Context: an optimization exercise on an open-source flow, tuned for small area. The choices shown serve that exercise and are no tape-out recipe.
The RTL was checked by simulation tests, not by an equivalence proof against the original design.
Power and IR drop assume default switching activity.

<file path="constraint.sdc">
create_clock -name core_clock -period 8.0 [get_ports {clk}]
set_input_delay 1.6000 -clock core_clock [delete_from_list [all_inputs] [get_ports {clk}]]
set_output_delay 1.6000 -clock core_clock [all_outputs]
set_load 0.01 [all_outputs]
</file>
<file path="design.v">
`timescale 1ns / 1ps
module rp_acq (
    input clk,
    input rst_n,
    input [31:0] gpio_data,
    input [13:0] adc_dat_a_in,
    input ext_trig,
    output [7:0] led_o,
    output [31:0] BRAM_write_address,
    output [31:0] BRAM_write_data,
    output [3:0] BRAM_wren
);
    reg c_st;             
    reg c_prev;           
    reg c_start;          
    reg [23:0] samples;
    reg [23:0] reps;
    reg [5:0] hops;       
    always @(posedge clk) begin
        c_prev <= rst_n & gpio_data[31];
        if (!rst_n) begin
            c_st <= 1'b0;
            c_start <= 1'b0;
            samples <= 24'd0;
            reps <= 24'd0;
            hops <= 6'd0;
        end else begin
            c_st <= ~c_st & (gpio_data[31] ^ c_prev);
            c_start <= c_st & (gpio_data[30:24] == 7'b0000001);
            if (c_st && gpio_data[30:25] == 6'b111110) samples <= gpio_data[23:0];
            if (c_st && gpio_data[30:25] == 6'b111111) reps <= gpio_data[23:0];
            if (c_st && gpio_data[30:25] == 6'b111101) hops <= gpio_data[5:0];
        end
    end
    reg [1:0] st;
    reg last_trig;
    reg [2:0] pc;         
    reg [23:0] slat;      
    reg [23:0] rcnt;      
    reg [13:0] x;         
    reg [24:0] widx;      
    wire run = st[1] & st[0];
    wire [25:0] wc;
    wire [24:0] winc;
    assign wc[0] = 1'b1;
    genvar gi;
    generate for (gi = 0; gi < 25; gi = gi + 1) begin : g_winc
        assign winc[gi] = widx[gi] ^ wc[gi];
        assign wc[gi + 1] = widx[gi] & wc[gi];
    end endgenerate
    wire last = (winc[23:0] == slat);
    wire [24:0] rb;
    wire [23:0] rdec;
    assign rb[0] = 1'b1;
    generate for (gi = 0; gi < 24; gi = gi + 1) begin : g_rdec
        assign rdec[gi] = rcnt[gi] ^ rb[gi];
        assign rb[gi + 1] = rb[gi] & ~rcnt[gi];
    end endgenerate
    always @(posedge clk) begin
        last_trig <= ext_trig;
        if (!rst_n) begin
            st <= 2'd0;
            x <= 14'h1fff;
        end else begin
            case (st)
                2'd0: begin
                    rcnt <= reps;
                    if (c_start) st <= 2'd1;
                end
                2'd1: begin
                    pc <= 3'd0;
                    if (rcnt == 24'd0) st <= 2'd0;
                    else if (ext_trig & ~last_trig) st <= 2'd2;
                end
                2'd2: begin
                    if (pc == 3'd5) begin
                        st <= 2'd3;
                        slat <= samples;
                        x <= {adc_dat_a_in[13], ~adc_dat_a_in[12:0]};
                    end else begin
                        pc <= pc + 3'd1;
                    end
                end
                2'd3: begin
                    x <= {adc_dat_a_in[13], ~adc_dat_a_in[12:0]};
                    if (last) begin
                        st <= 2'd1;
                        rcnt <= rdec;
                    end
                end
            endcase
        end
    end
    always @(posedge clk) begin
        if (rst_n & run) widx <= winc;
        else widx <= {25{1'b1}};
    end
    reg [5:0] ph;         
    reg [5:0] ph1;        
    wire [6:0] pcy;
    wire [5:0] pnext;
    assign pcy[0] = 1'b0;
    generate for (gi = 0; gi < 6; gi = gi + 1) begin : g_ph
        assign pnext[gi] = ph[gi] ^ hops[gi] ^ pcy[gi];
        assign pcy[gi + 1] = (ph[gi] & hops[gi]) | (ph[gi] & pcy[gi]) | (hops[gi] & pcy[gi]);
    end endgenerate
    always @(posedge clk) begin
        if (!rst_n) ph <= 6'd0;
        else ph <= pnext;
        ph1 <= ph;
    end
    reg [14:0] mag;
    always @(*) begin
        case (ph1[4:0])
            5'd0: mag = 15'd0;
            5'd1: mag = 15'd1636;
            5'd2: mag = 15'd3255;
            5'd3: mag = 15'd4842;
            5'd4: mag = 15'd6380;
            5'd5: mag = 15'd7855;
            5'd6: mag = 15'd9251;
            5'd7: mag = 15'd10555;
            5'd8: mag = 15'd11753;
            5'd9: mag = 15'd12834;
            5'd10: mag = 15'd13787;
            5'd11: mag = 15'd14602;
            5'd12: mag = 15'd15271;
            5'd13: mag = 15'd15787;
            5'd14: mag = 15'd16146;
            5'd15: mag = 15'd16343;
            5'd16: mag = 15'd16384;
            5'd17: mag = 15'd16302;
            5'd18: mag = 15'd16057;
            5'd19: mag = 15'd15652;
            5'd20: mag = 15'd15091;
            5'd21: mag = 15'd14378;
            5'd22: mag = 15'd13522;
            5'd23: mag = 15'd12531;
            5'd24: mag = 15'd11415;
            5'd25: mag = 15'd10184;
            5'd26: mag = 15'd8852;
            5'd27: mag = 15'd7432;
            5'd28: mag = 15'd5937;
            5'd29: mag = 15'd4383;
            5'd30: mag = 15'd2785;
            5'd31: mag = 15'd1159;
        endcase
    end
    wire s = ph1[5];
    wire [14:0] xb = {x, 1'b0};
    wire one0 = xb[1] ^ xb[0];
    wire two0 = (xb[2] & ~xb[1] & ~xb[0]) | (~xb[2] & xb[1] & xb[0]);
    wire neg0 = xb[2] ^ s;
    wire one1 = xb[3] ^ xb[2];
    wire two1 = (xb[4] & ~xb[3] & ~xb[2]) | (~xb[4] & xb[3] & xb[2]);
    wire neg1 = xb[4] ^ s;
    wire one2 = xb[5] ^ xb[4];
    wire two2 = (xb[6] & ~xb[5] & ~xb[4]) | (~xb[6] & xb[5] & xb[4]);
    wire neg2 = xb[6] ^ s;
    wire one3 = xb[7] ^ xb[6];
    wire two3 = (xb[8] & ~xb[7] & ~xb[6]) | (~xb[8] & xb[7] & xb[6]);
    wire neg3 = xb[8] ^ s;
    wire one4 = xb[9] ^ xb[8];
    wire two4 = (xb[10] & ~xb[9] & ~xb[8]) | (~xb[10] & xb[9] & xb[8]);
    wire neg4 = xb[10] ^ s;
    wire one5 = xb[11] ^ xb[10];
    wire two5 = (xb[12] & ~xb[11] & ~xb[10]) | (~xb[12] & xb[11] & xb[10]);
    wire neg5 = xb[12] ^ s;
    wire one6 = xb[13] ^ xb[12];
    wire two6 = (xb[14] & ~xb[13] & ~xb[12]) | (~xb[14] & xb[13] & xb[12]);
    wire neg6 = xb[14] ^ s;
    wire w0 = ((one0 & mag[0]) | (two0 & 1'b0)) ^ neg0;
    wire w1 = ((one0 & mag[1]) | (two0 & mag[0])) ^ neg0;
    wire w2 = ((one0 & mag[2]) | (two0 & mag[1])) ^ neg0;
    wire w3 = ((one0 & mag[3]) | (two0 & mag[2])) ^ neg0;
    wire w4 = ((one0 & mag[4]) | (two0 & mag[3])) ^ neg0;
    wire w5 = ((one0 & mag[5]) | (two0 & mag[4])) ^ neg0;
    wire w6 = ((one0 & mag[6]) | (two0 & mag[5])) ^ neg0;
    wire w7 = ((one0 & mag[7]) | (two0 & mag[6])) ^ neg0;
    wire w8 = ((one0 & mag[8]) | (two0 & mag[7])) ^ neg0;
    wire w9 = ((one0 & mag[9]) | (two0 & mag[8])) ^ neg0;
    wire w10 = ((one0 & mag[10]) | (two0 & mag[9])) ^ neg0;
    wire w11 = ((one0 & mag[11]) | (two0 & mag[10])) ^ neg0;
    wire w12 = ((one0 & mag[12]) | (two0 & mag[11])) ^ neg0;
    wire w13 = ((one0 & mag[13]) | (two0 & mag[12])) ^ neg0;
    wire w14 = ((one0 & mag[14]) | (two0 & mag[13])) ^ neg0;
    wire w15 = ((one0 & 1'b0) | (two0 & mag[14])) ^ neg0;
    wire w16 = ~neg0;
    wire w17 = ((one1 & mag[0]) | (two1 & 1'b0)) ^ neg1;
    wire w18 = ((one1 & mag[1]) | (two1 & mag[0])) ^ neg1;
    wire w19 = ((one1 & mag[2]) | (two1 & mag[1])) ^ neg1;
    wire w20 = ((one1 & mag[3]) | (two1 & mag[2])) ^ neg1;
    wire w21 = ((one1 & mag[4]) | (two1 & mag[3])) ^ neg1;
    wire w22 = ((one1 & mag[5]) | (two1 & mag[4])) ^ neg1;
    wire w23 = ((one1 & mag[6]) | (two1 & mag[5])) ^ neg1;
    wire w24 = ((one1 & mag[7]) | (two1 & mag[6])) ^ neg1;
    wire w25 = ((one1 & mag[8]) | (two1 & mag[7])) ^ neg1;
    wire w26 = ((one1 & mag[9]) | (two1 & mag[8])) ^ neg1;
    wire w27 = ((one1 & mag[10]) | (two1 & mag[9])) ^ neg1;
    wire w28 = ((one1 & mag[11]) | (two1 & mag[10])) ^ neg1;
    wire w29 = ((one1 & mag[12]) | (two1 & mag[11])) ^ neg1;
    wire w30 = ((one1 & mag[13]) | (two1 & mag[12])) ^ neg1;
    wire w31 = ((one1 & mag[14]) | (two1 & mag[13])) ^ neg1;
    wire w32 = ((one1 & 1'b0) | (two1 & mag[14])) ^ neg1;
    wire w33 = ~neg1;
    wire w34 = ((one2 & mag[0]) | (two2 & 1'b0)) ^ neg2;
    wire w35 = ((one2 & mag[1]) | (two2 & mag[0])) ^ neg2;
    wire w36 = ((one2 & mag[2]) | (two2 & mag[1])) ^ neg2;
    wire w37 = ((one2 & mag[3]) | (two2 & mag[2])) ^ neg2;
    wire w38 = ((one2 & mag[4]) | (two2 & mag[3])) ^ neg2;
    wire w39 = ((one2 & mag[5]) | (two2 & mag[4])) ^ neg2;
    wire w40 = ((one2 & mag[6]) | (two2 & mag[5])) ^ neg2;
    wire w41 = ((one2 & mag[7]) | (two2 & mag[6])) ^ neg2;
    wire w42 = ((one2 & mag[8]) | (two2 & mag[7])) ^ neg2;
    wire w43 = ((one2 & mag[9]) | (two2 & mag[8])) ^ neg2;
    wire w44 = ((one2 & mag[10]) | (two2 & mag[9])) ^ neg2;
    wire w45 = ((one2 & mag[11]) | (two2 & mag[10])) ^ neg2;
    wire w46 = ((one2 & mag[12]) | (two2 & mag[11])) ^ neg2;
    wire w47 = ((one2 & mag[13]) | (two2 & mag[12])) ^ neg2;
    wire w48 = ((one2 & mag[14]) | (two2 & mag[13])) ^ neg2;
    wire w49 = ((one2 & 1'b0) | (two2 & mag[14])) ^ neg2;
    wire w50 = ~neg2;
    wire w51 = ((one3 & mag[0]) | (two3 & 1'b0)) ^ neg3;
    wire w52 = ((one3 & mag[1]) | (two3 & mag[0])) ^ neg3;
    wire w53 = ((one3 & mag[2]) | (two3 & mag[1])) ^ neg3;
    wire w54 = ((one3 & mag[3]) | (two3 & mag[2])) ^ neg3;
    wire w55 = ((one3 & mag[4]) | (two3 & mag[3])) ^ neg3;
    wire w56 = ((one3 & mag[5]) | (two3 & mag[4])) ^ neg3;
    wire w57 = ((one3 & mag[6]) | (two3 & mag[5])) ^ neg3;
    wire w58 = ((one3 & mag[7]) | (two3 & mag[6])) ^ neg3;
    wire w59 = ((one3 & mag[8]) | (two3 & mag[7])) ^ neg3;
    wire w60 = ((one3 & mag[9]) | (two3 & mag[8])) ^ neg3;
    wire w61 = ((one3 & mag[10]) | (two3 & mag[9])) ^ neg3;
    wire w62 = ((one3 & mag[11]) | (two3 & mag[10])) ^ neg3;
    wire w63 = ((one3 & mag[12]) | (two3 & mag[11])) ^ neg3;
    wire w64 = ((one3 & mag[13]) | (two3 & mag[12])) ^ neg3;
    wire w65 = ((one3 & mag[14]) | (two3 & mag[13])) ^ neg3;
    wire w66 = ((one3 & 1'b0) | (two3 & mag[14])) ^ neg3;
    wire w67 = ~neg3;
    wire w68 = ((one4 & mag[0]) | (two4 & 1'b0)) ^ neg4;
    wire w69 = ((one4 & mag[1]) | (two4 & mag[0])) ^ neg4;
    wire w70 = ((one4 & mag[2]) | (two4 & mag[1])) ^ neg4;
    wire w71 = ((one4 & mag[3]) | (two4 & mag[2])) ^ neg4;
    wire w72 = ((one4 & mag[4]) | (two4 & mag[3])) ^ neg4;
    wire w73 = ((one4 & mag[5]) | (two4 & mag[4])) ^ neg4;
    wire w74 = ((one4 & mag[6]) | (two4 & mag[5])) ^ neg4;
    wire w75 = ((one4 & mag[7]) | (two4 & mag[6])) ^ neg4;
    wire w76 = ((one4 & mag[8]) | (two4 & mag[7])) ^ neg4;
    wire w77 = ((one4 & mag[9]) | (two4 & mag[8])) ^ neg4;
    wire w78 = ((one4 & mag[10]) | (two4 & mag[9])) ^ neg4;
    wire w79 = ((one4 & mag[11]) | (two4 & mag[10])) ^ neg4;
    wire w80 = ((one4 & mag[12]) | (two4 & mag[11])) ^ neg4;
    wire w81 = ((one4 & mag[13]) | (two4 & mag[12])) ^ neg4;
    wire w82 = ((one4 & mag[14]) | (two4 & mag[13])) ^ neg4;
    wire w83 = ((one4 & 1'b0) | (two4 & mag[14])) ^ neg4;
    wire w84 = ~neg4;
    wire w85 = ((one5 & mag[0]) | (two5 & 1'b0)) ^ neg5;
    wire w86 = ((one5 & mag[1]) | (two5 & mag[0])) ^ neg5;
    wire w87 = ((one5 & mag[2]) | (two5 & mag[1])) ^ neg5;
    wire w88 = ((one5 & mag[3]) | (two5 & mag[2])) ^ neg5;
    wire w89 = ((one5 & mag[4]) | (two5 & mag[3])) ^ neg5;
    wire w90 = ((one5 & mag[5]) | (two5 & mag[4])) ^ neg5;
    wire w91 = ((one5 & mag[6]) | (two5 & mag[5])) ^ neg5;
    wire w92 = ((one5 & mag[7]) | (two5 & mag[6])) ^ neg5;
    wire w93 = ((one5 & mag[8]) | (two5 & mag[7])) ^ neg5;
    wire w94 = ((one5 & mag[9]) | (two5 & mag[8])) ^ neg5;
    wire w95 = ((one5 & mag[10]) | (two5 & mag[9])) ^ neg5;
    wire w96 = ((one5 & mag[11]) | (two5 & mag[10])) ^ neg5;
    wire w97 = ((one5 & mag[12]) | (two5 & mag[11])) ^ neg5;
    wire w98 = ((one5 & mag[13]) | (two5 & mag[12])) ^ neg5;
    wire w99 = ((one5 & mag[14]) | (two5 & mag[13])) ^ neg5;
    wire w100 = ((one5 & 1'b0) | (two5 & mag[14])) ^ neg5;
    wire w101 = ~neg5;
    wire w102 = ((one6 & mag[0]) | (two6 & 1'b0)) ^ neg6;
    wire w103 = ((one6 & mag[1]) | (two6 & mag[0])) ^ neg6;
    wire w104 = ((one6 & mag[2]) | (two6 & mag[1])) ^ neg6;
    wire w105 = ((one6 & mag[3]) | (two6 & mag[2])) ^ neg6;
    wire w106 = ((one6 & mag[4]) | (two6 & mag[3])) ^ neg6;
    wire w107 = ((one6 & mag[5]) | (two6 & mag[4])) ^ neg6;
    wire w108 = ((one6 & mag[6]) | (two6 & mag[5])) ^ neg6;
    wire w109 = ((one6 & mag[7]) | (two6 & mag[6])) ^ neg6;
    wire w110 = ((one6 & mag[8]) | (two6 & mag[7])) ^ neg6;
    wire w111 = ((one6 & mag[9]) | (two6 & mag[8])) ^ neg6;
    wire w112 = ((one6 & mag[10]) | (two6 & mag[9])) ^ neg6;
    wire w113 = ((one6 & mag[11]) | (two6 & mag[10])) ^ neg6;
    wire w114 = ((one6 & mag[12]) | (two6 & mag[11])) ^ neg6;
    wire w115 = ((one6 & mag[13]) | (two6 & mag[12])) ^ neg6;
    wire w116 = ((one6 & mag[14]) | (two6 & mag[13])) ^ neg6;
    wire w117 = ((one6 & 1'b0) | (two6 & mag[14])) ^ neg6;
    wire w118 = ~neg6;
    wire w119 = neg5 ^ w10;
    wire w120 = neg5 & w10;
    wire w121 = w11 ^ w26;
    wire w122 = w11 & w26;
    wire w123 = neg6 ^ w12 ^ w27;
    wire w124 = (neg6 & w12) | (neg6 & w27) | (w12 & w27);
    wire w125 = w42 ^ w57;
    wire w126 = w42 & w57;
    wire w127 = w13 ^ w28 ^ w43;
    wire w128 = (w13 & w28) | (w13 & w43) | (w28 & w43);
    wire w129 = w58 ^ w73;
    wire w130 = w58 & w73;
    wire w131 = w14 ^ w29 ^ w44;
    wire w132 = (w14 & w29) | (w14 & w44) | (w29 & w44);
    wire w133 = w59 ^ w74;
    wire w134 = w59 & w74;
    wire w135 = w15 ^ w30 ^ w45;
    wire w136 = (w15 & w30) | (w15 & w45) | (w30 & w45);
    wire w137 = w60 ^ w75;
    wire w138 = w60 & w75;
    wire w139 = neg0 ^ w31 ^ w46;
    wire w140 = (neg0 & w31) | (neg0 & w46) | (w31 & w46);
    wire w141 = w61 ^ w76;
    wire w142 = w61 & w76;
    wire w143 = neg0 ^ w32 ^ w47;
    wire w144 = (neg0 & w32) | (neg0 & w47) | (w32 & w47);
    wire w145 = w62 ^ w77;
    wire w146 = w62 & w77;
    wire w147 = w16 ^ w33 ^ w48;
    wire w148 = (w16 & w33) | (w16 & w48) | (w33 & w48);
    wire w149 = w63 ^ w78;
    wire w150 = w63 & w78;
    wire w151 = 1'b1 ^ w49 ^ w64;
    wire w152 = (1'b1 & w49) | (1'b1 & w64) | (w49 & w64);
    wire w153 = neg3 ^ w6;
    wire w154 = neg3 & w6;
    wire w155 = w7 ^ w22;
    wire w156 = w7 & w22;
    wire w157 = neg4 ^ w8 ^ w23;
    wire w158 = (neg4 & w8) | (neg4 & w23) | (w8 & w23);
    wire w159 = w38 ^ w53;
    wire w160 = w38 & w53;
    wire w161 = w9 ^ w24 ^ w39;
    wire w162 = (w9 & w24) | (w9 & w39) | (w24 & w39);
    wire w163 = w54 ^ w69;
    wire w164 = w54 & w69;
    wire w165 = w25 ^ w40 ^ w55;
    wire w166 = (w25 & w40) | (w25 & w55) | (w40 & w55);
    wire w167 = w70 ^ w85 ^ w119;
    wire w168 = (w70 & w85) | (w70 & w119) | (w85 & w119);
    wire w169 = w41 ^ w56 ^ w71;
    wire w170 = (w41 & w56) | (w41 & w71) | (w56 & w71);
    wire w171 = w86 ^ w120 ^ w121;
    wire w172 = (w86 & w120) | (w86 & w121) | (w120 & w121);
    wire w173 = w72 ^ w87 ^ w102;
    wire w174 = (w72 & w87) | (w72 & w102) | (w87 & w102);
    wire w175 = w122 ^ w125 ^ w123;
    wire w176 = (w122 & w125) | (w122 & w123) | (w125 & w123);
    wire w177 = w88 ^ w103 ^ w126;
    wire w178 = (w88 & w103) | (w88 & w126) | (w103 & w126);
    wire w179 = w129 ^ w124 ^ w127;
    wire w180 = (w129 & w124) | (w129 & w127) | (w124 & w127);
    wire w181 = w89 ^ w104 ^ w130;
    wire w182 = (w89 & w104) | (w89 & w130) | (w104 & w130);
    wire w183 = w133 ^ w128 ^ w131;
    wire w184 = (w133 & w128) | (w133 & w131) | (w128 & w131);
    wire w185 = w90 ^ w105 ^ w134;
    wire w186 = (w90 & w105) | (w90 & w134) | (w105 & w134);
    wire w187 = w137 ^ w132 ^ w135;
    wire w188 = (w137 & w132) | (w137 & w135) | (w132 & w135);
    wire w189 = w91 ^ w106 ^ w138;
    wire w190 = (w91 & w106) | (w91 & w138) | (w106 & w138);
    wire w191 = w141 ^ w136 ^ w139;
    wire w192 = (w141 & w136) | (w141 & w139) | (w136 & w139);
    wire w193 = w92 ^ w107 ^ w142;
    wire w194 = (w92 & w107) | (w92 & w142) | (w107 & w142);
    wire w195 = w145 ^ w140 ^ w143;
    wire w196 = (w145 & w140) | (w145 & w143) | (w140 & w143);
    wire w197 = w93 ^ w108 ^ w146;
    wire w198 = (w93 & w108) | (w93 & w146) | (w108 & w146);
    wire w199 = w149 ^ w144 ^ w147;
    wire w200 = (w149 & w144) | (w149 & w147) | (w144 & w147);
    wire w201 = w79 ^ w94 ^ w109;
    wire w202 = (w79 & w94) | (w79 & w109) | (w94 & w109);
    wire w203 = w150 ^ w148 ^ w151;
    wire w204 = (w150 & w148) | (w150 & w151) | (w148 & w151);
    wire w205 = w50 ^ w65 ^ w80;
    wire w206 = (w50 & w65) | (w50 & w80) | (w65 & w80);
    wire w207 = w95 ^ w110 ^ w152;
    wire w208 = (w95 & w110) | (w95 & w152) | (w110 & w152);
    wire w209 = 1'b1 ^ w66 ^ w81;
    wire w210 = (1'b1 & w66) | (1'b1 & w81) | (w66 & w81);
    wire w211 = w96 ^ w111;
    wire w212 = w96 & w111;
    wire w213 = w67 ^ w82 ^ w97;
    wire w214 = (w67 & w82) | (w67 & w97) | (w82 & w97);
    wire w215 = 1'b1 ^ w83;
    wire w216 = 1'b1 & w83;
    wire w217 = neg2 ^ w4;
    wire w218 = neg2 & w4;
    wire w219 = w5 ^ w20;
    wire w220 = w5 & w20;
    wire w221 = w21 ^ w36 ^ w51;
    wire w222 = (w21 & w36) | (w21 & w51) | (w36 & w51);
    wire w223 = w37 ^ w52 ^ w154;
    wire w224 = (w37 & w52) | (w37 & w154) | (w52 & w154);
    wire w225 = w68 ^ w156 ^ w159;
    wire w226 = (w68 & w156) | (w68 & w159) | (w156 & w159);
    wire w227 = w160 ^ w163 ^ w158;
    wire w228 = (w160 & w163) | (w160 & w158) | (w163 & w158);
    wire w229 = w164 ^ w162 ^ w165;
    wire w230 = (w164 & w162) | (w164 & w165) | (w162 & w165);
    wire w231 = w166 ^ w169 ^ w168;
    wire w232 = (w166 & w169) | (w166 & w168) | (w169 & w168);
    wire w233 = w170 ^ w173 ^ w172;
    wire w234 = (w170 & w173) | (w170 & w172) | (w173 & w172);
    wire w235 = w174 ^ w177 ^ w176;
    wire w236 = (w174 & w177) | (w174 & w176) | (w177 & w176);
    wire w237 = w178 ^ w181 ^ w180;
    wire w238 = (w178 & w181) | (w178 & w180) | (w181 & w180);
    wire w239 = w182 ^ w185 ^ w184;
    wire w240 = (w182 & w185) | (w182 & w184) | (w185 & w184);
    wire w241 = w186 ^ w189 ^ w188;
    wire w242 = (w186 & w189) | (w186 & w188) | (w189 & w188);
    wire w243 = w190 ^ w193 ^ w192;
    wire w244 = (w190 & w193) | (w190 & w192) | (w193 & w192);
    wire w245 = w194 ^ w197 ^ w196;
    wire w246 = (w194 & w197) | (w194 & w196) | (w197 & w196);
    wire w247 = w201 ^ w198 ^ w200;
    wire w248 = (w201 & w198) | (w201 & w200) | (w198 & w200);
    wire w249 = w202 ^ w205 ^ w204;
    wire w250 = (w202 & w205) | (w202 & w204) | (w205 & w204);
    wire w251 = w211 ^ w206 ^ w209;
    wire w252 = (w211 & w206) | (w211 & w209) | (w206 & w209);
    wire w253 = w112 ^ w212 ^ w210;
    wire w254 = (w112 & w212) | (w112 & w210) | (w212 & w210);
    wire w255 = w98 ^ w113 ^ w215;
    wire w256 = (w98 & w113) | (w98 & w215) | (w113 & w215);
    wire w257 = w84 ^ w99 ^ w114;
    wire w258 = (w84 & w99) | (w84 & w114) | (w99 & w114);
    wire w259 = 1'b1 ^ w100;
    wire w260 = 1'b1 & w100;
    wire w261 = neg1 ^ w2;
    wire w262 = neg1 & w2;
    wire w263 = w3 ^ w18;
    wire w264 = w3 & w18;
    wire w265 = w19 ^ w34 ^ w217;
    wire w266 = (w19 & w34) | (w19 & w217) | (w34 & w217);
    wire w267 = w35 ^ w218 ^ w219;
    wire w268 = (w35 & w218) | (w35 & w219) | (w218 & w219);
    wire w269 = w220 ^ w153 ^ w221;
    wire w270 = (w220 & w153) | (w220 & w221) | (w153 & w221);
    wire w271 = w155 ^ w222 ^ w223;
    wire w272 = (w155 & w222) | (w155 & w223) | (w222 & w223);
    wire w273 = w157 ^ w224 ^ w225;
    wire w274 = (w157 & w224) | (w157 & w225) | (w224 & w225);
    wire w275 = w161 ^ w226 ^ w227;
    wire w276 = (w161 & w226) | (w161 & w227) | (w226 & w227);
    wire w277 = w167 ^ w228 ^ w229;
    wire w278 = (w167 & w228) | (w167 & w229) | (w228 & w229);
    wire w279 = w171 ^ w230 ^ w231;
    wire w280 = (w171 & w230) | (w171 & w231) | (w230 & w231);
    wire w281 = w175 ^ w232 ^ w233;
    wire w282 = (w175 & w232) | (w175 & w233) | (w232 & w233);
    wire w283 = w179 ^ w234 ^ w235;
    wire w284 = (w179 & w234) | (w179 & w235) | (w234 & w235);
    wire w285 = w183 ^ w236 ^ w237;
    wire w286 = (w183 & w236) | (w183 & w237) | (w236 & w237);
    wire w287 = w187 ^ w238 ^ w239;
    wire w288 = (w187 & w238) | (w187 & w239) | (w238 & w239);
    wire w289 = w191 ^ w240 ^ w241;
    wire w290 = (w191 & w240) | (w191 & w241) | (w240 & w241);
    wire w291 = w195 ^ w242 ^ w243;
    wire w292 = (w195 & w242) | (w195 & w243) | (w242 & w243);
    wire w293 = w199 ^ w244 ^ w245;
    wire w294 = (w199 & w244) | (w199 & w245) | (w244 & w245);
    wire w295 = w203 ^ w246 ^ w247;
    wire w296 = (w203 & w246) | (w203 & w247) | (w246 & w247);
    wire w297 = w207 ^ w248 ^ w249;
    wire w298 = (w207 & w248) | (w207 & w249) | (w248 & w249);
    wire w299 = w208 ^ w251 ^ w250;
    wire w300 = (w208 & w251) | (w208 & w250) | (w251 & w250);
    wire w301 = w213 ^ w252 ^ w253;
    wire w302 = (w213 & w252) | (w213 & w253) | (w252 & w253);
    wire w303 = w214 ^ w255 ^ w254;
    wire w304 = (w214 & w255) | (w214 & w254) | (w255 & w254);
    wire w305 = w216 ^ w257 ^ w256;
    wire w306 = (w216 & w257) | (w216 & w256) | (w257 & w256);
    wire w307 = w115 ^ w259 ^ w258;
    wire w308 = (w115 & w259) | (w115 & w258) | (w259 & w258);
    wire w309 = w101 ^ w116 ^ w260;
    wire w310 = (w101 & w116) | (w101 & w260) | (w116 & w260);
    wire w311 = 1'b1 ^ w117;
    wire w312 = 1'b1 & w117;
    wire w313 = neg0 ^ w0;
    wire w314 = neg0 & w0;
    wire w315 = w1 ^ w314;
    wire w316 = w1 & w314;
    wire w317 = w17 ^ w261 ^ w316;
    wire w318 = (w17 & w261) | (w17 & w316) | (w261 & w316);
    wire w319 = w262 ^ w263 ^ w318;
    wire w320 = (w262 & w263) | (w262 & w318) | (w263 & w318);
    wire w321 = w264 ^ w265 ^ w320;
    wire w322 = (w264 & w265) | (w264 & w320) | (w265 & w320);
    wire w323 = w266 ^ w267 ^ w322;
    wire w324 = (w266 & w267) | (w266 & w322) | (w267 & w322);
    wire w325 = w268 ^ w269 ^ w324;
    wire w326 = (w268 & w269) | (w268 & w324) | (w269 & w324);
    wire w327 = w270 ^ w271 ^ w326;
    wire w328 = (w270 & w271) | (w270 & w326) | (w271 & w326);
    wire w329 = w272 ^ w273 ^ w328;
    wire w330 = (w272 & w273) | (w272 & w328) | (w273 & w328);
    wire w331 = w274 ^ w275;
    wire w332 = w274 & w275;
    wire w333 = w276 ^ w277 ^ w332;
    wire w334 = (w276 & w277) | (w276 & w332) | (w277 & w332);
    wire w335 = w278 ^ w279 ^ w334;
    wire w336 = (w278 & w279) | (w278 & w334) | (w279 & w334);
    wire w337 = w280 ^ w281 ^ w336;
    wire w338 = (w280 & w281) | (w280 & w336) | (w281 & w336);
    wire w339 = w282 ^ w283 ^ w338;
    wire w340 = (w282 & w283) | (w282 & w338) | (w283 & w338);
    wire w341 = w331 ^ w330;
    wire w342 = w330 & w331;
    wire w343 = w333 ^ w342;
    wire w344 = w331 & w333;
    wire w345 = w330 & w344;
    wire w346 = w335 ^ w345;
    wire w347 = w344 & w335;
    wire w348 = w330 & w347;
    wire w349 = w337 ^ w348;
    wire w350 = w347 & w337;
    wire w351 = w330 & w350;
    wire w352 = w339 ^ w351;
    wire w353 = w350 & w339;
    wire w354 = w330 & w353;
    wire w355 = w340 | w354;
    wire w356 = w284 ^ w285;
    wire w357 = w284 & w285;
    wire w358 = w286 ^ w287 ^ w357;
    wire w359 = (w286 & w287) | (w286 & w357) | (w287 & w357);
    wire w360 = w288 ^ w289 ^ w359;
    wire w361 = (w288 & w289) | (w288 & w359) | (w289 & w359);
    wire w362 = w290 ^ w291 ^ w361;
    wire w363 = (w290 & w291) | (w290 & w361) | (w291 & w361);
    wire w364 = w292 ^ w293 ^ w363;
    wire w365 = (w292 & w293) | (w292 & w363) | (w293 & w363);
    wire w366 = w356 ^ w355;
    wire w367 = w355 & w356;
    wire w368 = w358 ^ w367;
    wire w369 = w356 & w358;
    wire w370 = w355 & w369;
    wire w371 = w360 ^ w370;
    wire w372 = w369 & w360;
    wire w373 = w355 & w372;
    wire w374 = w362 ^ w373;
    wire w375 = w372 & w362;
    wire w376 = w355 & w375;
    wire w377 = w364 ^ w376;
    wire w378 = w375 & w364;
    wire w379 = w355 & w378;
    wire w380 = w365 | w379;
    wire w381 = w294 ^ w295;
    wire w382 = w294 & w295;
    wire w383 = w296 ^ w297 ^ w382;
    wire w384 = (w296 & w297) | (w296 & w382) | (w297 & w382);
    wire w385 = w298 ^ w299 ^ w384;
    wire w386 = (w298 & w299) | (w298 & w384) | (w299 & w384);
    wire w387 = w301 ^ w300 ^ w386;
    wire w388 = (w301 & w300) | (w301 & w386) | (w300 & w386);
    wire w389 = w302 ^ w303 ^ w388;
    wire w390 = (w302 & w303) | (w302 & w388) | (w303 & w388);
    wire w391 = w381 ^ w380;
    wire w392 = w380 & w381;
    wire w393 = w383 ^ w392;
    wire w394 = w381 & w383;
    wire w395 = w380 & w394;
    wire w396 = w385 ^ w395;
    wire w397 = w394 & w385;
    wire w398 = w380 & w397;
    wire w399 = w387 ^ w398;
    wire w400 = w397 & w387;
    wire w401 = w380 & w400;
    wire w402 = w389 ^ w401;
    wire w403 = w400 & w389;
    wire w404 = w380 & w403;
    wire w405 = w390 | w404;
    wire w406 = w305 ^ w304;
    wire w407 = w305 & w304;
    wire w408 = w307 ^ w306 ^ w407;
    wire w409 = (w307 & w306) | (w307 & w407) | (w306 & w407);
    wire w410 = w309 ^ w308 ^ w409;
    wire w411 = (w309 & w308) | (w309 & w409) | (w308 & w409);
    wire w412 = w311 ^ w310 ^ w411;
    wire w413 = (w311 & w310) | (w311 & w411) | (w310 & w411);
    wire w414 = w118 ^ w312 ^ w413;
    wire w415 = (w118 & w312) | (w118 & w413) | (w312 & w413);
    wire w416 = w406 ^ w405;
    wire w417 = w405 & w406;
    wire w418 = w408 ^ w417;
    wire w419 = w406 & w408;
    wire w420 = w405 & w419;
    wire w421 = w410 ^ w420;
    wire w422 = w419 & w410;
    wire w423 = w405 & w422;
    wire w424 = w412 ^ w423;
    wire w425 = w422 & w412;
    wire w426 = w405 & w425;
    wire w427 = w414 ^ w426;
    wire w428 = w425 & w414;
    wire [28:0] pm = {w427, w424, w421, w418, w416, w402, w399, w396, w393, w391, w377, w374, w371, w368, w366, w352, w349, w346, w343, w341, w329, w327, w325, w323, w321, w319, w317, w315, w313};
    reg [28:0] prod;
    always @(posedge clk) prod <= pm;
    assign led_o = {6'd0, st};
    assign BRAM_wren = {4{run}};
    assign BRAM_write_address = {{5{widx[24]}}, widx, 2'b00};
    assign BRAM_write_data = {{3{prod[28]}}, prod};
endmodule
</file>
<file path="run.sh">
#!/bin/bash
# synth_recipe.tcl (not shown) runs the flow's synth.tcl, then flattens the netlist and writes it again
# the make line also repeats each setting of config.mk as NAME=value (left out here)
make -C /OpenROAD-flow-scripts/flow DESIGN_CONFIG=/design/flow/config.mk WORK_HOME=/design/flow/orfs CLKGATE_MAP_FILE= SYNTH_SCRIPT=/design/flow/synth_recipe.tcl finish
</file>
<file path="config.mk">
export PLATFORM = sky130hd
export DESIGN_NAME = rp_acq
export DESIGN_NICKNAME = rp_acq
export VERILOG_FILES = /design/flow/design.v
export SDC_FILE = /design/flow/constraint.sdc
export NUM_CORES = 8
export LEC_CHECK = 0
export ABC_AREA = 1
export CAP_MARGIN = 20
export CORE_MARGIN = 2
export CORE_UTILIZATION = 65
export SLEW_MARGIN = 20
</file>
==> impl_metrics.xml, run 1 <==
<?xml version="1.0" encoding="UTF-8"?>
<metrics>
  <group name="run_status">
    <metric name="run_status" unit="">finished clean</metric>
  </group>
  <group name="yosys">
    <metric name="seq_area_frac_synth" unit="%">33.0</metric>
    <metric name="synth_most_common_cell" unit="">inv_1</metric>
    <metric name="post_synth_num_cell_types" unit="">47</metric>
    <metric name="synth_largest_area_cell" unit="">dfxtp_1</metric>
    <metric name="post_synth_main_area_contributors" unit="">dfxtp_1 (22%), fa_1 (14%), edfxtp_1 (11%)</metric>
    <metric name="synth_cells" unit="">1587</metric>
    <metric name="dominantRegCellSynth" unit="">dfxtp_1</metric>
    <metric name="synth-warning-count" unit="">1</metric>
    <metric name="synthesis.area" unit="µm²">13700</metric>
    <metric name="yosys-top-cells-count" unit="">inv_1 (301), nand2_1 (222), dfxtp_1 (150), xor2_1 (109), o21ai_0 (99)</metric>
    <metric name="synth-seq-cells" unit="">201</metric>
    <metric name="number_of_synthesized_flops_with_an_enable_pin" unit="">51</metric>
    <metric name="avgSynthCellArea" unit="µm²">8.66</metric>
    <metric name="yosysTopAreaCellShare" unit="%">21.9</metric>
    <metric name="postSynth.asyncResetShare" unit="%">0</metric>
  </group>
  <group name="timing">
    <metric name="hold_viol_final" unit="">0</metric>
    <metric name="max_freq" unit="GHz">0.151</metric>
    <metric name="setup_viol" unit="">0</metric>
    <metric name="fin_setup_tns" unit="ns">0</metric>
    <metric name="slew-limit-headroom" unit="%">42.9</metric>
    <metric name="worst-slew-pin-transition" unit="ns">0.856</metric>
    <metric name="drv_slew" unit="">0</metric>
    <metric name="hold_slack" unit="ns">0.372</metric>
    <metric name="fin_worst_skew" unit="ns">0.0238</metric>
    <metric name="final.period_utilization" unit="%">82.7</metric>
    <metric name="finalCriticalPeriod" unit="ns">6.61</metric>
    <metric name="rsz0062_at_grt" unit="">no</metric>
  </group>
  <group name="place">
    <metric name="postPlaceCellArea" unit="µm²">14900</metric>
    <metric name="io_buffers" unit="">116</metric>
    <metric name="place_congestion" unit="">0.909</metric>
    <metric name="dp_hpwl" unit="µm">22900</metric>
  </group>
  <group name="layout">
    <metric name="multi_input_comb_area" unit="µm²">7600</metric>
    <metric name="syn2layout_area_growth" unit="%">14.1</metric>
    <metric name="layout.core_utilization" unit="%">75.0</metric>
    <metric name="sequential_cell_area" unit="µm²">4530</metric>
    <metric name="final_cell_area" unit="µm²">15700</metric>
    <metric name="fillers" unit="">1566</metric>
    <metric name="design.final.nets" unit="">1897</metric>
    <metric name="drive_gt1_share" unit="%">4.84</metric>
  </group>
  <group name="setup_path">
    <metric name="crit_type" unit="">reg -&gt; reg</metric>
    <metric name="regToRegStartpoint" unit="">widx[0]$_SDFF_PN1_</metric>
    <metric name="crit_path_end_kind" unit="">flip-flop</metric>
    <metric name="critPathLaunchType" unit="">flip-flop</metric>
    <metric name="timing.critical_path.slowest_stage_cell" unit="">nor2_1</metric>
    <metric name="crit_required" unit="ns">8.20</metric>
    <metric name="critPathMostFrequentCell" unit="">ha_1</metric>
    <metric name="crit_family" unit="">adder cells</metric>
    <metric name="count_of_buffering_cells_on_the_critical_path_with_inverters_included" unit="">2</metric>
    <metric name="worst-path-max-fanout" unit="">15</metric>
    <metric name="critical-path-max-stage-delay" unit="ns">0.56</metric>
    <metric name="critical_path.startpoint" unit="">widx[0]$_SDFF_PN1_</metric>
    <metric name="worst_ep_arrival_time" unit="ns">6.82</metric>
  </group>
  <group name="route">
    <metric name="routed_wl" unit="µm">30700</metric>
    <metric name="routed_wire_length_per_instance" unit="µm">15.8</metric>
    <metric name="vias_per_cell" unit="">5.44</metric>
    <metric name="vias" unit="">10600</metric>
    <metric name="detailedRoute.firstPassIterationCount" unit="">6</metric>
    <metric name="drc_markers" unit="">0</metric>
    <metric name="drt.antenna.violating_nets" unit="">0</metric>
    <metric name="drt_iter0_markers" unit="">826</metric>
  </group>
  <group name="clock_network">
    <metric name="post_cts_buffers" unit="">0</metric>
    <metric name="postCtsHoldBufs" unit="">0</metric>
    <metric name="cts-htree-levels" unit="">1</metric>
    <metric name="post_cts.resized_instances" unit="">0</metric>
    <metric name="clk_pin_slew" unit="ns">0.06</metric>
    <metric name="clock_sinks" unit="">201</metric>
    <metric name="clockRootBuffer" unit="">clkbuf_16</metric>
    <metric name="tritoncts_clock_tree" unit="">yes</metric>
    <metric name="max-clock-path-buffers" unit="">3</metric>
    <metric name="clock_latency" unit="ns">0.52</metric>
    <metric name="tritoncts.num_buffers" unit="">23</metric>
  </group>
  <group name="floorplan">
    <metric name="die_area" unit="µm²">22300</metric>
    <metric name="initial_core_util" unit="%">65.8</metric>
    <metric name="rows" unit="">53</metric>
    <metric name="die_w" unit="µm">149</metric>
    <metric name="die-height" unit="µm">149</metric>
    <metric name="ios" unit="">125</metric>
    <metric name="design.core.area" unit="µm²">20900</metric>
  </group>
  <group name="global_routing">
    <metric name="grt_antenna_before_repair" unit="">1</metric>
    <metric name="number_of_global_route_vias_before_repair" unit="">10200</metric>
    <metric name="grt_pass1_wl" unit="µm">50600</metric>
    <metric name="globalRoute.totalOverflow" unit="">0</metric>
    <metric name="grt_start_max_net_pins" unit="">51</metric>
    <metric name="globalRouteTotalUtil" unit="%">28.4</metric>
  </group>
  <group name="hold_path">
    <metric name="min_path_type" unit="">reg -&gt; reg</metric>
    <metric name="hold_path_startpoint" unit="">ph[5]$_SDFF_PN0_</metric>
  </group>
  <group name="pwr">
    <metric name="power_density" unit="nW/µm²">374</metric>
    <metric name="static-leakage-power" unit="nW">7.04</metric>
    <metric name="max_ir_drop_vdd" unit="mV">0.412</metric>
  </group>
  <group name="run">
    <metric name="drv.max_cap_violation_count" unit="">0</metric>
  </group>
</metrics>
[registers in the layout, summed over array words and instances (netlist names)]
name,flops
c_prev,1
slat,24
c_start,1
hops,6
pc,3
st,2
last_trig,1
mag,15
rcnt,24
ph1,1
c_st,1
x,14
widx,25
samples,24
prod,29
ph,6
reps,24
[cell families after synthesis]
group                      synth area share [%]
and+or+nand+nor                            10.6
buffers and inverters                      11.9
DFF                                        33.0
AOI/OAI and AO/OA                          12.3
adders and majority gates                  22.8
xor gates and xnor gates                   9.31
other                                    0.0273
[layout make-up]
class                   instances  share of cell area [%]
multi-input cells             992                    48.5
flip-flops and latches        201                    28.9
repair buffers                127                    7.90
inverters                     311                    7.45
clock buffers                  30                    4.30
well taps                     275                    2.20
clock inverters                12                   0.734
diodes                          1                  0.0160
[layer usage]
layer	up-vias	share of wire (%)	GRT usage, %
li1	5154	-	-
met1	4934	46	40.3
met2	435	45	44.5
met3	72	6.7	4.92
met4	0	2.7	8.90
met5	-	0	0
[stage by stage]
step / worst slack (ns) / instances / total power [W]
finish: 1.39 / 1949 / 0.00587
floorplan: 1.61 / 1594 / 0.00392
global route: 0.951 / 1949 / 0.00647
detailed placement: 1.41 / 1906 / 0.00479
CTS: 1.35 / 1948 / 0.00593
global placement: 1.55 / 1906 / 0.00457
[power by group]
group | total [W] | internal (W) | switching, W
Sequential | 0.00130 | 0.00124 | 0.0000507
Combinational | 0.00350 | 0.00149 | 0.00201
Clock | 0.00107 | 0.000636 | 0.000436
Total | 0.00587 | 0.00337 | 0.00250
[cells in the final DEF, fill, tap and decap left out, types with 22 or more instances in the layout]
master,synthesis,final
nor2_1,98,97
dfxtp_1,150,150
fa_1,98,98
ha_1,94,94
clkdlybuf4s50_1,0,115
clkbuf_16,0,25
a21oi_1,64,64
o22ai_1,96,96
xor2_1,109,109
xnor2_1,22,22
nand2_1,222,222
inv_1,301,301
o21ai_0,99,99
edfxtp_1,51,51
[worst paths after layout]
check        cells after the start  slack [ns]           endpoint
min                              0        0.37     ph1[5]$_DFF_P_
min reg2reg                      0        0.37     ph1[5]$_DFF_P_
max reg2reg                     34        1.39  rcnt[4]$_DFFE_PP_
max                             34        1.39  rcnt[4]$_DFFE_PP_
==> inputs of run 2 (changes only) <==
--- a/config.mk
+++ b/config.mk
@@ -10,3 +10,5 @@
 export CORE_MARGIN = 2
-export CORE_UTILIZATION = 65
+export CORE_UTILIZATION = 40
+export CTS_BUF_LIST = sky130_fd_sc_hd__clkbuf_2 sky130_fd_sc_hd__clkbuf_4
+export CTS_CLUSTER_SIZE = 30
 export SLEW_MARGIN = 20
==> impl_metrics.xml, run 2 <==
<?xml version="1.0" encoding="UTF-8"?>
<metrics>
  <group name="run_status">
    <metric name="run_status" unit="">finished clean</metric>
  </group>
  <group name="yosys">
    <metric name="number_of_synthesized_flops_with_an_enable_pin" unit="">51</metric>
    <metric name="seq_area_frac_synth" unit="%">33.0</metric>
    <metric name="yosysTopAreaCellShare" unit="%">21.9</metric>
    <metric name="synth_most_common_cell" unit="">inv_1</metric>
    <metric name="postSynth.asyncResetShare" unit="%">0</metric>
    <metric name="dominantRegCellSynth" unit="">dfxtp_1</metric>
    <metric name="synth-seq-cells" unit="">201</metric>
    <metric name="post_synth_main_area_contributors" unit="">dfxtp_1 (22%), fa_1 (14%), edfxtp_1 (11%)</metric>
    <metric name="synth-warning-count" unit="">1</metric>
    <metric name="avgSynthCellArea" unit="µm²">8.66</metric>
    <metric name="synth_cells" unit="">1587</metric>
    <metric name="synthesis.area" unit="µm²">13700</metric>
    <metric name="synth_largest_area_cell" unit="">dfxtp_1</metric>
    <metric name="post_synth_num_cell_types" unit="">47</metric>
    <metric name="yosys-top-cells-count" unit="">inv_1 (301), nand2_1 (222), dfxtp_1 (150), xor2_1 (109), o21ai_0 (99)</metric>
  </group>
  <group name="route">
    <metric name="vias_per_cell" unit="">4.84</metric>
    <metric name="drt.antenna.violating_nets" unit="">0</metric>
    <metric name="detailedRoute.firstPassIterationCount" unit="">5</metric>
    <metric name="routed_wl" unit="µm">32600</metric>
    <metric name="drc_markers" unit="">0</metric>
    <metric name="vias" unit="">10500</metric>
    <metric name="routed_wire_length_per_instance" unit="µm">15.0</metric>
    <metric name="drt_iter0_markers" unit="">782</metric>
  </group>
  <group name="global_routing">
    <metric name="globalRouteTotalUtil" unit="%">18.7</metric>
    <metric name="globalRoute.totalOverflow" unit="">0</metric>
    <metric name="grt_antenna_before_repair" unit="">2</metric>
    <metric name="grt_start_max_net_pins" unit="">81</metric>
    <metric name="grt_pass1_wl" unit="µm">53600</metric>
    <metric name="number_of_global_route_vias_before_repair" unit="">10500</metric>
  </group>
  <group name="hold_path">
    <metric name="min_delay_path_depth" unit="">0</metric>
    <metric name="min_path_type" unit="">reg -&gt; reg</metric>
    <metric name="hold_path_startpoint" unit="">samples[0]$_SDFFE_PN0P_</metric>
    <metric name="worst_hold_path.endpoint" unit="">slat[0]$_DFFE_PP_</metric>
  </group>
  <group name="setup_path">
    <metric name="critPathLaunchType" unit="">flip-flop</metric>
    <metric name="critPathMostFrequentCell" unit="">fa_1</metric>
    <metric name="regToRegStartpoint" unit="">ph1[5]$_DFF_P_</metric>
    <metric name="worstRegToRegCells" unit="">23</metric>
    <metric name="crit_type" unit="">reg -&gt; reg</metric>
    <metric name="ff2ff_setup_slack" unit="ns">1.42</metric>
    <metric name="timing.critical_path.slowest_stage_cell" unit="">dfxtp_1</metric>
    <metric name="critical-path-max-stage-delay" unit="ns">0.72</metric>
    <metric name="crit_required" unit="ns">8.61</metric>
    <metric name="critical_path.reg2reg.endpoint" unit="">prod[25]$_DFF_P_</metric>
    <metric name="worst_ep_arrival_time" unit="ns">7.19</metric>
    <metric name="crit_path_end_kind" unit="">flip-flop</metric>
    <metric name="critical_path.cell_chain" unit="">xor2_2, inv_2, xor2_1, fa_1, fa_1, fa_1, inv_1, fa_1, ha_1, inv_1, fa_1, inv_1, fa_1, inv_1, fa_1, fa_1, nor2_1, nand2_1, nand2_2, nand2_1, nand2_1, ha_1, xor2_1</metric>
    <metric name="worst-path-max-fanout" unit="">12</metric>
  </group>
  <group name="floorplan">
    <metric name="die_area" unit="µm²">35800</metric>
    <metric name="ios" unit="">125</metric>
    <metric name="design.core.area" unit="µm²">33700</metric>
    <metric name="rows" unit="">67</metric>
    <metric name="die_w" unit="µm">189</metric>
    <metric name="initial_core_util" unit="%">40.8</metric>
    <metric name="die-height" unit="µm">189</metric>
  </group>
  <group name="layout">
    <metric name="design.final.nets" unit="">1929</metric>
    <metric name="final_cell_area" unit="µm²">15800</metric>
    <metric name="largest_registers" unit="">prod: 29 flops, widx: 25 flops</metric>
    <metric name="fillers" unit="">3324</metric>
    <metric name="most_frequent_cells_in_the_layout" unit="">inv_1 (301), nand2_1 (222), dfxtp_1 (150)</metric>
    <metric name="syn2layout_area_growth" unit="%">15.1</metric>
    <metric name="largest_register_ff_count" unit="">29</metric>
    <metric name="final_common_cell" unit="">inv_1</metric>
    <metric name="drive_gt1_share" unit="%">7.40</metric>
    <metric name="largest_register_by_flop_count" unit="">prod</metric>
  </group>
  <group name="timing">
    <metric name="slew-limit-headroom" unit="%">40.8</metric>
    <metric name="finalCriticalPeriod" unit="ns">6.58</metric>
    <metric name="fin_setup_tns" unit="ns">0</metric>
    <metric name="fin_worst_skew" unit="ns">0.0597</metric>
    <metric name="setup_viol" unit="">0</metric>
    <metric name="drv_slew" unit="">0</metric>
    <metric name="worst-slew-pin-transition" unit="ns">0.889</metric>
    <metric name="rsz0062_at_grt" unit="">no</metric>
    <metric name="max_freq" unit="GHz">0.152</metric>
    <metric name="hold_viol_final" unit="">0</metric>
    <metric name="final.period_utilization" unit="%">82.3</metric>
  </group>
  <group name="pwr">
    <metric name="power_switching_share" unit="%">42.3</metric>
    <metric name="static-leakage-power" unit="nW">7.09</metric>
    <metric name="seq_power_share" unit="%">23.5</metric>
    <metric name="max_ir_drop_vdd" unit="mV">0.387</metric>
    <metric name="net-switching-power" unit="W">0.00233</metric>
    <metric name="power.internal" unit="W">0.00319</metric>
    <metric name="power_density" unit="nW/µm²">349</metric>
    <metric name="power.share.clock" unit="%">16.7</metric>
    <metric name="combinationalPowerShare" unit="%">59.9</metric>
  </group>
  <group name="clock_network">
    <metric name="cts-htree-levels" unit="">2</metric>
    <metric name="clk_pin_slew" unit="ns">0.06</metric>
    <metric name="clock_latency" unit="ns">0.72</metric>
    <metric name="clockRootBuffer" unit="">clkbuf_4</metric>
    <metric name="post_cts_buffers" unit="">0</metric>
    <metric name="tritoncts.num_buffers" unit="">53</metric>
    <metric name="post_cts.resized_instances" unit="">0</metric>
    <metric name="max-clock-path-buffers" unit="">3</metric>
    <metric name="clock_sinks" unit="">201</metric>
    <metric name="postCtsHoldBufs" unit="">0</metric>
    <metric name="tritoncts_clock_tree" unit="">yes</metric>
  </group>
  <group name="place">
    <metric name="dp_hpwl" unit="µm">24200</metric>
    <metric name="postPlaceCellArea" unit="µm²">15100</metric>
    <metric name="place_congestion" unit="">0.897</metric>
    <metric name="io_buffers" unit="">116</metric>
  </group>
  <group name="run">
    <metric name="drv.max_cap_violation_count" unit="">0</metric>
  </group>
</metrics>
run 2: cell counts after synthesis:
No cell type changed its count.
run 2: layer usage:
metal	vias up	part of all wire [%]	global-route usage, %
li1	5262	-	-
met1	4902	48	26.0
met2	308	44	29.6
met3	67	6.0	3.17
met4	2	2.6	5.99
met5	-	0.040	0
run 2: worst max-delay path by stage:
stage | start | slack, ns | to
finish | ph1[5]$_DFF_P_ | 1.42 | prod[25]$_DFF_P_
global route | ph1[5]$_DFF_P_ | 1.0 | prod[25]$_DFF_P_
CTS | ph1[5]$_DFF_P_ | 1.33 | prod[25]$_DFF_P_
detailed placement | ph1[5]$_DFF_P_ | 1.29 | prod[25]$_DFF_P_
global placement | ph1[5]$_DFF_P_ | 1.45 | prod[25]$_DFF_P_
floorplan | widx[0]$_SDFF_PN1_ | 1.61 | rcnt[0]$_DFFE_PP_
run 2: metrics by stage:
step	setup WS, ns	power, W	std cells	hold WS, ns	util (%)
CTS	1.33	0.00564	2178	0.400	46.9
global placement	1.45	0.00458	2081	0.390	44.8
floorplan	1.61	0.00392	1594	0.349	-
detailed placement	1.29	0.00468	2081	0.389	44.8
finish	1.42	0.00552	2179	0.394	46.9
global route	0.997	0.00624	2179	0.387	46.9
run 2: power by group through the flow:
stage | clock, W | combinational (W) | sequential (W)
finish | 0.000921 | 0.00331 | 0.00130
floorplan | 0 | 0.00257 | 0.00135
global placement | 0 | 0.00326 | 0.00132
global route | 0.00102 | 0.00391 | 0.00131
CTS | 0.000963 | 0.00338 | 0.00130
detailed placement | 0 | 0.00336 | 0.00132
run 2: layout make-up:
class	count	area [µm²]	share of cell area, %
Antenna cell	1	2.50	0.0158
Inverter	311	1170	7.38
Multi-Input combinational cell	992	7590	48.0
Tap cell	448	561	3.55
Sequential cell	201	4530	28.7
Timing Repair Buffer	129	1250	7.93
Clock buffer	80	601	3.80
Clock inverter	17	97.6	0.617
run 2: critical path, delay by kind of cell (launching register included):
kind | cells | cell delay (ns)
fa+ha+maj | 10 | 4.03
xor+xnor | 3 | 0.84
flops | 1 | 0.72
buf+inv | 5 | 0.51
simple gates | 5 | 0.43
run 2: cells by family after synthesis:
logic type	synth area share, %
AO/OA/AOI/OAI	12.3
XOR/XNOR	9.31
adder cells (fa/ha/maj)	22.8
buffers and inverters	11.9
flip-flops	33.0
other	0.0273
AND/OR/NAND/NOR	10.6
==> inputs of run 3 (changes only) <==
--- a/config.mk
+++ b/config.mk
@@ -11,4 +11,2 @@
 export CORE_UTILIZATION = 40
-export CTS_BUF_LIST = sky130_fd_sc_hd__clkbuf_2 sky130_fd_sc_hd__clkbuf_4
-export CTS_CLUSTER_SIZE = 30
 export SLEW_MARGIN = 20
==> impl_metrics.xml, run 3 <==
<?xml version="1.0" encoding="UTF-8"?>
<metrics>
  <group name="yosys">
    <metric name="post_synth_main_area_contributors" unit="">dfxtp_1 (22%), fa_1 (14%), edfxtp_1 (11%)</metric>
    <metric name="dominantRegCellSynth" unit="">dfxtp_1</metric>
    <metric name="synth-seq-cells" unit="">201</metric>
    <metric name="synth-warning-count" unit="">1</metric>
    <metric name="yosys-top-cells-count" unit="">inv_1 (301), nand2_1 (222), dfxtp_1 (150), xor2_1 (109), o21ai_0 (99)</metric>
    <metric name="postSynth.asyncResetShare" unit="%">0</metric>
    <metric name="synth_cells" unit="">1587</metric>
    <metric name="number_of_synthesized_flops_with_an_enable_pin" unit="">51</metric>
    <metric name="synth_most_common_cell" unit="">inv_1</metric>
    <metric name="avgSynthCellArea" unit="µm²">8.66</metric>
    <metric name="post_synth_num_cell_types" unit="">47</metric>
    <metric name="synth_largest_area_cell" unit="">dfxtp_1</metric>
    <metric name="seq_area_frac_synth" unit="%">33.0</metric>
    <metric name="yosysTopAreaCellShare" unit="%">21.9</metric>
    <metric name="synthesis.area" unit="µm²">13700</metric>
  </group>
  <group name="clock_network">
    <metric name="clockRootBuffer" unit="">clkbuf_16</metric>
    <metric name="clk_pin_slew" unit="ns">0.06</metric>
    <metric name="tritoncts.num_buffers" unit="">24</metric>
    <metric name="clock_latency" unit="ns">0.56</metric>
    <metric name="clock_sinks" unit="">201</metric>
    <metric name="post_cts_buffers" unit="">0</metric>
    <metric name="postCtsHoldBufs" unit="">0</metric>
    <metric name="post_cts.resized_instances" unit="">0</metric>
    <metric name="max-clock-path-buffers" unit="">3</metric>
    <metric name="cts-htree-levels" unit="">1</metric>
    <metric name="tritoncts_clock_tree" unit="">yes</metric>
  </group>
  <group name="pwr">
    <metric name="net-switching-power" unit="W">0.00238</metric>
    <metric name="combinationalPowerShare" unit="%">58.0</metric>
    <metric name="power.share.clock" unit="%">19.3</metric>
    <metric name="static-leakage-power" unit="nW">7.06</metric>
    <metric name="power_density" unit="nW/µm²">359</metric>
    <metric name="power.internal" unit="W">0.00334</metric>
    <metric name="max_ir_drop_vdd" unit="mV">0.376</metric>
    <metric name="power_switching_share" unit="%">41.7</metric>
    <metric name="seq_power_share" unit="%">22.7</metric>
  </group>
  <group name="layout">
    <metric name="layout.core_utilization" unit="%">47.2</metric>
    <metric name="design.final.nets" unit="">1900</metric>
    <metric name="syn2layout_area_growth" unit="%">15.8</metric>
    <metric name="largest_register_ff_count" unit="">29</metric>
    <metric name="most_frequent_cells_in_the_layout" unit="">inv_1 (301), nand2_1 (222), dfxtp_1 (150)</metric>
    <metric name="drive_gt1_share" unit="%">4.95</metric>
    <metric name="final_common_cell" unit="">inv_1</metric>
    <metric name="largest_register_by_flop_count" unit="">prod</metric>
    <metric name="diodes" unit="">0</metric>
    <metric name="largest_registers" unit="">prod: 29 flops, widx: 25 flops</metric>
  </group>
  <group name="route">
    <metric name="drc_markers" unit="">0</metric>
    <metric name="vias_per_cell" unit="">4.88</metric>
    <metric name="routed_wl" unit="µm">32700</metric>
    <metric name="routed_wire_length_per_instance" unit="µm">15.4</metric>
    <metric name="vias" unit="">10400</metric>
    <metric name="drt.antenna.violating_nets" unit="">0</metric>
    <metric name="drt_iter0_markers" unit="">813</metric>
    <metric name="detailedRoute.firstPassIterationCount" unit="">5</metric>
  </group>
  <group name="global_routing">
    <metric name="grt_start_max_net_pins" unit="">81</metric>
    <metric name="grt_pass1_wl" unit="µm">53200</metric>
    <metric name="number_of_global_route_vias_before_repair" unit="">10200</metric>
    <metric name="globalRoute.totalOverflow" unit="">0</metric>
    <metric name="globalRouteTotalUtil" unit="%">18.6</metric>
    <metric name="grt_antenna_before_repair" unit="">0</metric>
  </group>
  <group name="setup_path">
    <metric name="worst-path-max-fanout" unit="">12</metric>
    <metric name="critPathLaunchType" unit="">flip-flop</metric>
    <metric name="timing.critical_path.slowest_stage_cell" unit="">dfxtp_1</metric>
    <metric name="critical-path-max-stage-delay" unit="ns">0.71</metric>
    <metric name="crit_required" unit="ns">8.43</metric>
    <metric name="crit_type" unit="">reg -&gt; reg</metric>
    <metric name="count_of_buffering_cells_on_the_critical_path_with_inverters_included" unit="">5</metric>
    <metric name="worstRegToRegCells" unit="">23</metric>
    <metric name="crit_family" unit="">adder cells</metric>
    <metric name="worst_ep_arrival_time" unit="ns">7.10</metric>
    <metric name="critical_path.cell_chain" unit="">xor2_2, inv_2, xor2_1, fa_1, fa_1, fa_1, inv_1, fa_1, ha_1, inv_1, fa_1, inv_1, fa_1, inv_1, fa_1, fa_1, nor2_1, nand2_1, nand2_2, nand2_1, nand2_1, ha_1, xor2_1</metric>
    <metric name="worst-path-stages" unit="">23</metric>
    <metric name="critPathMostFrequentCell" unit="">fa_1</metric>
    <metric name="crit_path_end_kind" unit="">flip-flop</metric>
  </group>
  <group name="place">
    <metric name="dp_hpwl" unit="µm">24200</metric>
    <metric name="place_congestion" unit="">0.897</metric>
    <metric name="place_worst_setup_slack" unit="ns">1.29</metric>
    <metric name="io_buffers" unit="">116</metric>
  </group>
  <group name="floorplan">
    <metric name="ios" unit="">125</metric>
    <metric name="design.core.area" unit="µm²">33700</metric>
    <metric name="die_w" unit="µm">189</metric>
    <metric name="die_area" unit="µm²">35800</metric>
    <metric name="die-height" unit="µm">189</metric>
    <metric name="rows" unit="">67</metric>
    <metric name="initial_core_util" unit="%">40.8</metric>
  </group>
  <group name="timing">
    <metric name="fin_worst_skew" unit="ns">0.0268</metric>
    <metric name="slew-limit-headroom" unit="%">39.9</metric>
    <metric name="rsz0062_at_grt" unit="">no</metric>
    <metric name="final.period_utilization" unit="%">83.4</metric>
    <metric name="worst-slew-pin-transition" unit="ns">0.901</metric>
    <metric name="max_freq" unit="GHz">0.150</metric>
    <metric name="finalCriticalPeriod" unit="ns">6.67</metric>
    <metric name="fin_setup_tns" unit="ns">0</metric>
    <metric name="setup_viol" unit="">0</metric>
    <metric name="final_critical_path_setup_slack" unit="ns">1.33</metric>
    <metric name="drv_slew" unit="">0</metric>
    <metric name="hold_viol_final" unit="">0</metric>
  </group>
  <group name="run">
    <metric name="drv.max_cap_violation_count" unit="">0</metric>
  </group>
  <group name="hold_path">
    <metric name="min_path_type" unit="">reg -&gt; reg</metric>
    <metric name="min_delay_path_depth" unit="">0</metric>
  </group>
  <group name="run_status">
    <metric name="run_status" unit="">finished clean</metric>
  </group>
</metrics>
run 3: area by class of cell:
type                       instances  area [µm²]
clock buffer                      28         626
multi-input combinational        992        7590
fill                            3287       17800
timing repair buffer             129        1250
clock inverter                    16         178
inverter                         311        1170
tap                              448         561
sequential                       201        4530
run 3: cell families (layout without fill, tap and decap cells):
family / Yosys count / after routing / synth area share [%]
buf+inv: 401 / 484 / 11.9
simple gates: 362 / 362 / 10.6
compound gates: 293 / 293 / 12.3
flops: 201 / 201 / 33.0
fa+ha+maj: 192 / 192 / 22.8
xor+xnor: 137 / 137 / 9.31
other cells: 1 / 8 / 0.0273
run 3: routing by layer:
layer	up-vias	part of all wire, %	global-route usage [%]
met4	0	2.3	5.19
li1	5158	-	-
met3	44	5.4	2.37
met5	-	0	0
met2	261	44	29.5
met1	4909	48	26.5
run 3: worst paths after layout:
| kind | from | end | slack (ns) |
|---|---|---|---|
| max reg2reg | ph1[5]$_DFF_P_ | prod[25]$_DFF_P_ | 1.33 |
| min | ph[5]$_SDFF_PN0_ | ph1[5]$_DFF_P_ | 0.41 |
| min reg2reg | ph[5]$_SDFF_PN0_ | ph1[5]$_DFF_P_ | 0.41 |
| max | ph1[5]$_DFF_P_ | prod[25]$_DFF_P_ | 1.33 |
run 3: worst reg2reg max path, stage by stage, from the launching register on:
cell,delay [ns]
dfxtp_1,0.71
xor2_2,0.46
inv_2,0.26
xor2_1,0.24
fa_1,0.54
fa_1,0.47
fa_1,0.56
inv_1,0.06
fa_1,0.53
ha_1,0.14
inv_1,0.05
fa_1,0.41
inv_1,0.09
fa_1,0.17
inv_1,0.05
fa_1,0.44
fa_1,0.53
nor2_1,0.06
nand2_1,0.08
nand2_2,0.08
nand2_1,0.07
nand2_1,0.15
ha_1,0.24
xor2_1,0.16
run 3: power groups by stage:
stage / clock network (W) / registers [W] / logic (W)
final: 0.00110 / 0.00130 / 0.00332
after CTS: 0.00113 / 0.00130 / 0.00339
after floorplan: 0 / 0.00135 / 0.00257
after global routing: 0.00118 / 0.00131 / 0.00391
after global placement: 0 / 0.00132 / 0.00326
after detailed placement: 0 / 0.00132 / 0.00336
run 3: metrics by stage:
| stage | total power, W | std cells | hold WS [ns] | area (µm²) |
|---|---|---|---|---|
| 2_1_floorplan | 0.00392 | 1594 | 0.349 | 13800 |
| 3_3_place_gp | 0.00458 | 2081 | 0.390 | 15100 |
| 3_5_place_dp | 0.00468 | 2081 | 0.389 | 15100 |
| 4_1_cts | 0.00582 | 2125 | 0.403 | 15900 |
| 5_1_grt | 0.00639 | 2125 | 0.413 | 15900 |
| 6_report | 0.00572 | 2125 | 0.415 | 15900 |
==> inputs of run 4 (changes only) <==
--- a/config.mk
+++ b/config.mk
@@ -11,2 +11,5 @@
 export CORE_UTILIZATION = 40
+export CTS_BUF_LIST = sky130_fd_sc_hd__clkbuf_8
+export CTS_CLUSTER_DIAMETER = 60
+export CTS_CLUSTER_SIZE = 40
 export SLEW_MARGIN = 20
==> impl_metrics.xml, run 4 <==
<?xml version="1.0" encoding="UTF-8"?>
<metrics>
  <group name="clock_network">
    <metric name="clk_pin_slew" unit="ns">0.10</metric>
    <metric name="clock_latency" unit="ns">0.60</metric>
    <metric name="cts-htree-levels" unit="">1</metric>
    <metric name="tritoncts.num_buffers" unit="">25</metric>
    <metric name="postCtsHoldBufs" unit="">0</metric>
    <metric name="tritoncts_clock_tree" unit="">yes</metric>
  </group>
  <group name="timing">
    <metric name="fin_setup_tns" unit="ns">0</metric>
    <metric name="setup_viol" unit="">0</metric>
    <metric name="final_critical_path_setup_slack" unit="ns">1.32</metric>
    <metric name="worst-slew-pin-transition" unit="ns">0.875</metric>
    <metric name="hold_viol_final" unit="">0</metric>
  </group>
  <group name="run_status">
    <metric name="run_status" unit="">finished clean</metric>
  </group>
  <group name="floorplan">
    <metric name="rows" unit="">67</metric>
    <metric name="ios" unit="">125</metric>
  </group>
  <group name="yosys">
    <metric name="yosys-top-cells-count" unit="">inv_1 (301), nand2_1 (222), dfxtp_1 (150), xor2_1 (109), o21ai_0 (99)</metric>
    <metric name="synthesis.area" unit="µm²">13700</metric>
    <metric name="number_of_synthesized_flops_with_an_enable_pin" unit="">51</metric>
    <metric name="postSynth.asyncResetShare" unit="%">0</metric>
    <metric name="post_synth_num_cell_types" unit="">47</metric>
    <metric name="seq_area_frac_synth" unit="%">33.0</metric>
    <metric name="avgSynthCellArea" unit="µm²">8.66</metric>
  </group>
  <group name="layout">
    <metric name="largest_register_ff_count" unit="">29</metric>
    <metric name="most_frequent_cells_in_the_layout" unit="">inv_1 (301), nand2_1 (222), dfxtp_1 (150)</metric>
    <metric name="layout.core_utilization" unit="%">46.6</metric>
    <metric name="fillers" unit="">3311</metric>
    <metric name="final_common_cell" unit="">inv_1</metric>
    <metric name="multi_input_comb_area" unit="µm²">7590</metric>
  </group>
  <group name="setup_path">
    <metric name="worst-path-max-fanout" unit="">12</metric>
    <metric name="worst_ep_arrival_time" unit="ns">7.16</metric>
    <metric name="critPathLaunchType" unit="">flip-flop</metric>
    <metric name="crit_path_end_kind" unit="">flip-flop</metric>
  </group>
  <group name="global_routing">
    <metric name="globalRoute.totalOverflow" unit="">0</metric>
    <metric name="grt_pass1_wl" unit="µm">53000</metric>
  </group>
  <group name="route">
    <metric name="routed_wire_length_per_instance" unit="µm">15.2</metric>
  </group>
</metrics>
==> run 4: critical path, cell delays in order (launching register included) <==
cell     delay (ns)
dfxtp_1        0.73
xor2_2         0.46
inv_2          0.27
xor2_1         0.24
fa_1           0.54
fa_1           0.47
fa_1           0.56
inv_1          0.06
fa_1           0.53
ha_1           0.14
inv_1          0.05
fa_1           0.41
inv_1          0.09
fa_1           0.17
inv_1          0.05
fa_1           0.44
fa_1           0.53
nor2_1         0.06
nand2_1        0.08
nand2_2        0.08
nand2_1        0.06
nand2_1        0.15
ha_1           0.24
xor2_1         0.15
==> run 4: logic make-up (layout without fill, tap and decap cells) <==
family          count (synthesis)  count (layout)  synth area share, %
buf+inv                       401             486                 11.9
xor+xnor                      137             137                 9.31
compound gates                293             293                 12.3
flops                         201             201                 33.0
other cells                     1               8               0.0273
simple gates                  362             362                 10.6
fa+ha+maj                     192             192                 22.8
==> run 4: worst paths after layout <==
| check | start | to | cells after the start |
|---|---|---|---|
| max | ph1[5]$_DFF_P_ | prod[25]$_DFF_P_ | 23 |
| min | ph[5]$_SDFF_PN0_ | ph1[5]$_DFF_P_ | 0 |
| max reg2reg | ph1[5]$_DFF_P_ | prod[25]$_DFF_P_ | 23 |
| min reg2reg | ph[5]$_SDFF_PN0_ | ph1[5]$_DFF_P_ | 0 |
==> run 4: area by class of cell <==
type / instances / area share [%]
clock inverters: 21 / 1.68
well taps: 448 / 3.57
flip-flops and latches: 201 / 28.9
clock buffers: 25 / 2.19
inverters: 311 / 7.43
multi-input cells: 992 / 48.3
repair buffers: 129 / 7.98
==> run 4: report_power, final <==
group	switching, W	leakage (nW)	total [W]	internal [W]
registers	0.0000511	1.71	0.00129	0.00124
clock network	0.000485	0.311	0.000891	0.000406
logic	0.00186	4.96	0.00331	0.00146
total	0.00239	6.98	0.00550	0.00310
==> run 4: metal layers <==
layer / track usage (%) / vias to the layer above / part of all wire (%)
li1: - / 5171 / -
met1: 26.3 / 4842 / 48
met2: 29.3 / 285 / 44
met3: 2.58 / 49 / 5.9
met4: 4.32 / 0 / 2.0
met5: 0 / - / 0
==> run 4: per-stage QoR <==
stage / hold slack, ns / total power, W
3_5_place_dp: 0.389 / 0.00468
4_1_cts: 0.399 / 0.00560
5_1_grt: 0.423 / 0.00618
3_3_place_gp: 0.390 / 0.00458
2_1_floorplan: 0.349 / 0.00392
6_report: 0.402 / 0.00550

==> what the ideal ports hide <==
How much do the figures lean on ideal ports? The routed layouts below were timed once more, with nothing changed but the port constraints. Step 1 assumes that a clkbuf_16 drives the clock port and a buf_2 every other input. Step 2 also shifts input and output timing later by t, the mid clock arrival at the registers, as if the neighbouring blocks saw the same clock. a / b / c = ideal ports / drivers / drivers and shift; a / b = the first two.
run | t, ns | setup WS [ns]
run 1 | 0.552 | 1.388 / 1.387 / 1.387
run 2 | 0.734 | 1.419 / 1.419 / 1.419
run 3 | 0.599 | 1.326 / 1.326 / 1.326
run 4 | 0.631 | 1.317 / 1.317 / 1.317
After both steps every run listed still meets setup and hold.
